What follows belongs to an exercise in optimizing a design on an open flow for a short achievable clock period and few clock cycles; a production flow would make more cautious choices.
Where RTL was checked, it was by simulation tests only, not by an equivalence proof against the original.
Power figures rest on the tool's default switching activity, not on a simulated workload.

Design SCPU, start of the top module:
module SCPU(
    input clk,
    input rst,
    input [31:0] inst_in,
    input [31:0] Data_in,
    output [3:0] RAM_mask,
    output [31:0] Data_out,
    output [31:0] Addr_out,
    output        MemWrite,
    output [31:0] PC_out
    );
clock: 15.0 ns
lec_check: 0
abc_clock_period_in_ps: 4000
cap_margin: 20
core_margin: 2
core_utilization: 60
place_density: 0.72
setup_slack_margin: 5
slew_margin: 20
standard.sh (not shown) runs the stock make flow with config.mk's settings and CLKGATE_MAP_FILE= SYNTH_SCRIPT=/design/flow/synth_recipe.tcl, a recipe that flattens the netlist after the stock synthesis.
==> flow/flow/run.sh <==
#!/bin/bash
# Standard ORFS flow; timing repair aims for slack MARGIN ns beyond the clock period
set -euo pipefail
MARGIN=${MARGIN:-11}
bash standard.sh SETUP_SLACK_MARGIN=$MARGIN finish > flow_make.log 2>&1
Next try:
- CORE_UTILIZATION: 60 -> 40
- PLACE_DENSITY: 0.72 -> 0.6
Critical path depth increases by 1.
Total power decreases by 0.56%.
Worst hold slack loses 0.047 ns.
Combinational power barely changes.
Worst setup slack loses 0.026 ns.
First-iteration DRC count decreases by about 14%.
Wire length increases by 2.5%.
Count of clock-buffer cells in the layout increases by 17.
Sequential share of layout area decreases by 0.37 points.
Global-route usage decreases by 15 points.
Via count decreases by about 2.5%.
No run of this note included a check of the RTL's function; only the layout flow was run.


job 9249:
Another version of the RTL of SCPU (not shown whole).
Size: ~9700 cells after synthesis, roughly 1700 flip-flops, about 96000 um^2 of cells after synthesis.
export LEC_CHECK = 0
export ABC_CLOCK_PERIOD_IN_PS = 4000
export CAP_MARGIN = 20
export CORE_MARGIN = 2
export CORE_UTILIZATION = 60
export PLACE_DENSITY = 0.72
export SETUP_SLACK_MARGIN = 5
export SLEW_MARGIN = 20
create_clock -name core_clock -period 15.0 [get_ports {clk}]
==> flow/flow/run.sh <==
#!/bin/bash
# The standard ORFS flow (the standard.sh) with two changes to how the
# layout is optimised:
#  * adders are left to ABC as plain logic instead of the library's half/full
#    adder cells (ADDER_MAP_FILE empty), which gives shallower carry logic;
#    registers, their names and cell types are the same as in the standard
#    synthesis;
#  * timing repair aims for a slack of MARGIN ns beyond the clock period, so
#    the layout is optimised well past what the 15 ns clock needs.
set -euo pipefail
MARGIN=${MARGIN:-11}
bash standard.sh SETUP_SLACK_MARGIN=$MARGIN ADDER_MAP_FILE= finish > flow_make.log 2>&1
Testbench counts of job 9249, summed over its fixed seeds: cycles 59,148.
> inputs changed (job 9249 -> job 4268)
- an added CTS_CLUSTER_DIAMETER of 80
- an added CTS_CLUSTER_SIZE of 24
- a change of CORE_UTILIZATION from 60 to 55
- a change of PLACE_DENSITY from 0.72 to 0.6
Job 4268 completed every stage of the flow, and the final layout passed the timing, DRC and antenna checks. Summary — biggest fanout along the worst timing path, job 4268 relative to job 9249: higher, by 4. Job 4268 vs job 9249: met1 layer usage reported by global route down in job 4268. Of job 4268 and job 9249, job 9249 shows the higher total area of multi-input combinational cells, with job 4268 below it. From job 9249 to job 4268 the numbers moved as follows: number of well taps picked up an extra 12%, hold slack fell 0.038 ns, flip-flop and latch count neither gained nor lost much, critical path depth fell 4. Floorplan die area: job 4268 worse than job 9249. Compared with job 9249, in job 4268 global-route usage dropped 5.7 points; critical path buffer and inverter count now sits lower. Between job 4268 and job 9249, it is job 4268 whose number of antenna violations at the first check in global routing is higher, by 7.
Setup changes, job 4268 to job 2443
- a change of CORE_UTILIZATION from 55 to 60
- a change of PLACE_DENSITY from 0.6 to 0.72
==> notes.md <==
Per the comparison of job 2443 with job 4268, sequential fraction of total cell area level; count of non-CTS buffers in the layout moved down; first-iteration DRC count moved up; share of the core filled with cells moved up; fraction of final layout cells with drive strength greater than 1 moved down.
Compared job 2443 vs job 4268, and routed wire length is up in job 2443.
Going from job 4268 to job 2443, non-filler instance count after layout fell by 285, detailed route wirelength on metal3 rose by about 25%.
The final reports for job 2443 and job 4268 show post-synthesis to final-layout area growth lower in the former.
#### Input delta (job 5118 over job 2443)
-- flow/flow/run.sh --
<<< job 2443, line 11
MARGIN=${MARGIN:-11}
>>> job 5118, line 11
MARGIN=${MARGIN:-10.6}
Results
Job 5118 finished all stages; the layout is clean. First-pass GRT wire length: job 5118 vs job 2443 down 3.8%. Job 5118: total routed wire length on the met1 layer is 0.92% lower than what job 2443 reported. Higher critical path depth goes to job 2443 over job 5118. Via count of the first global-routing pass in job 5118 is about 2.8% lower than in job 2443. The higher share of power burned in combinational logic came out of job 2443. Looking at post-placement worst setup slack across job 2443 and job 5118, the one that comes out lower is job 2443. Delta (job 5118 minus job 2443): number of buffers and inverters on the critical path dropped 6; initial antenna violation count shrank by about 30%; hold slack shows no meaningful change. The clock period minus worst slack reported for job 5118 is smaller than that of job 2443 by 0.011 ns.
> inputs changed (job 5118 -> job 7013)
- changing CORE_UTILIZATION from 60 to 50
- changing PLACE_DENSITY from 0.72 to 0.65
-- flow/flow/run.sh --
<<< job 5118, line 11
MARGIN=${MARGIN:-10.6}
>>> job 7013, line 11
MARGIN=${MARGIN:-11}
## What came out
Final routed wirelength across all metal layers for job 7013 is higher than for job 5118. Per the comparison of job 7013 with job 5118, number of nets in the layout now sits higher, worst hold slack now larger, area added between synthesis and finish saw an increase.

-- afterwards: timing with drivers on the ports --
How much do the figures lean on ideal ports? The routed layouts below were timed once more, with nothing changed but the port constraints. Step 1 assumes that a clkbuf_16 drives the clock port and a buf_2 every other input. Step 2, shift: input delay + t, output delay - t, t = (earliest + latest rising clock arrival at the registers) / 2. This alone moves slack from input paths to output paths. Slacks: ideal / step 1 / step 2; pairs: ideal / step 1.
| run | t (ns) | setup WS [ns] | worst setup path after step 2 | clock arrival spread, ns | worst register clock-pin slew, ns |
|---|---|---|---|---|---|
| the first run of note 1 | 0.876 | 10.578 / 10.498 / 10.037 | input to register | 0.062 / 0.062 | 0.07 / 0.07 |
| the second run of note 1 | 0.904 | 10.552 / 10.464 / 10.339 | input to register | 0.055 / 0.056 | 0.07 / 0.07 |
| job 9249 | 0.940 | 10.402 / 10.402 / 9.894 | input to register | 0.090 / 0.090 | 0.07 / 0.07 |
| job 4268 | 0.912 | 10.445 / 10.445 / 9.906 | input to register | 0.063 / 0.063 | 0.10 / 0.10 |
| job 2443 | 0.885 | 10.439 / 10.439 / 9.935 | input to register | 0.068 / 0.067 | 0.10 / 0.10 |
| job 5118 | 0.897 | 10.450 / 10.450 / 9.838 | input to register | 0.072 / 0.072 | 0.10 / 0.10 |
| job 7013 | 0.912 | 10.372 / 10.372 / 9.938 | input to register | 0.084 / 0.085 | 0.10 / 0.10 |
After both steps every run listed still meets setup and hold. The setup slack of job 5118, which loses most, moves by 0.000 ns with the drivers and by -0.612 ns with both steps.
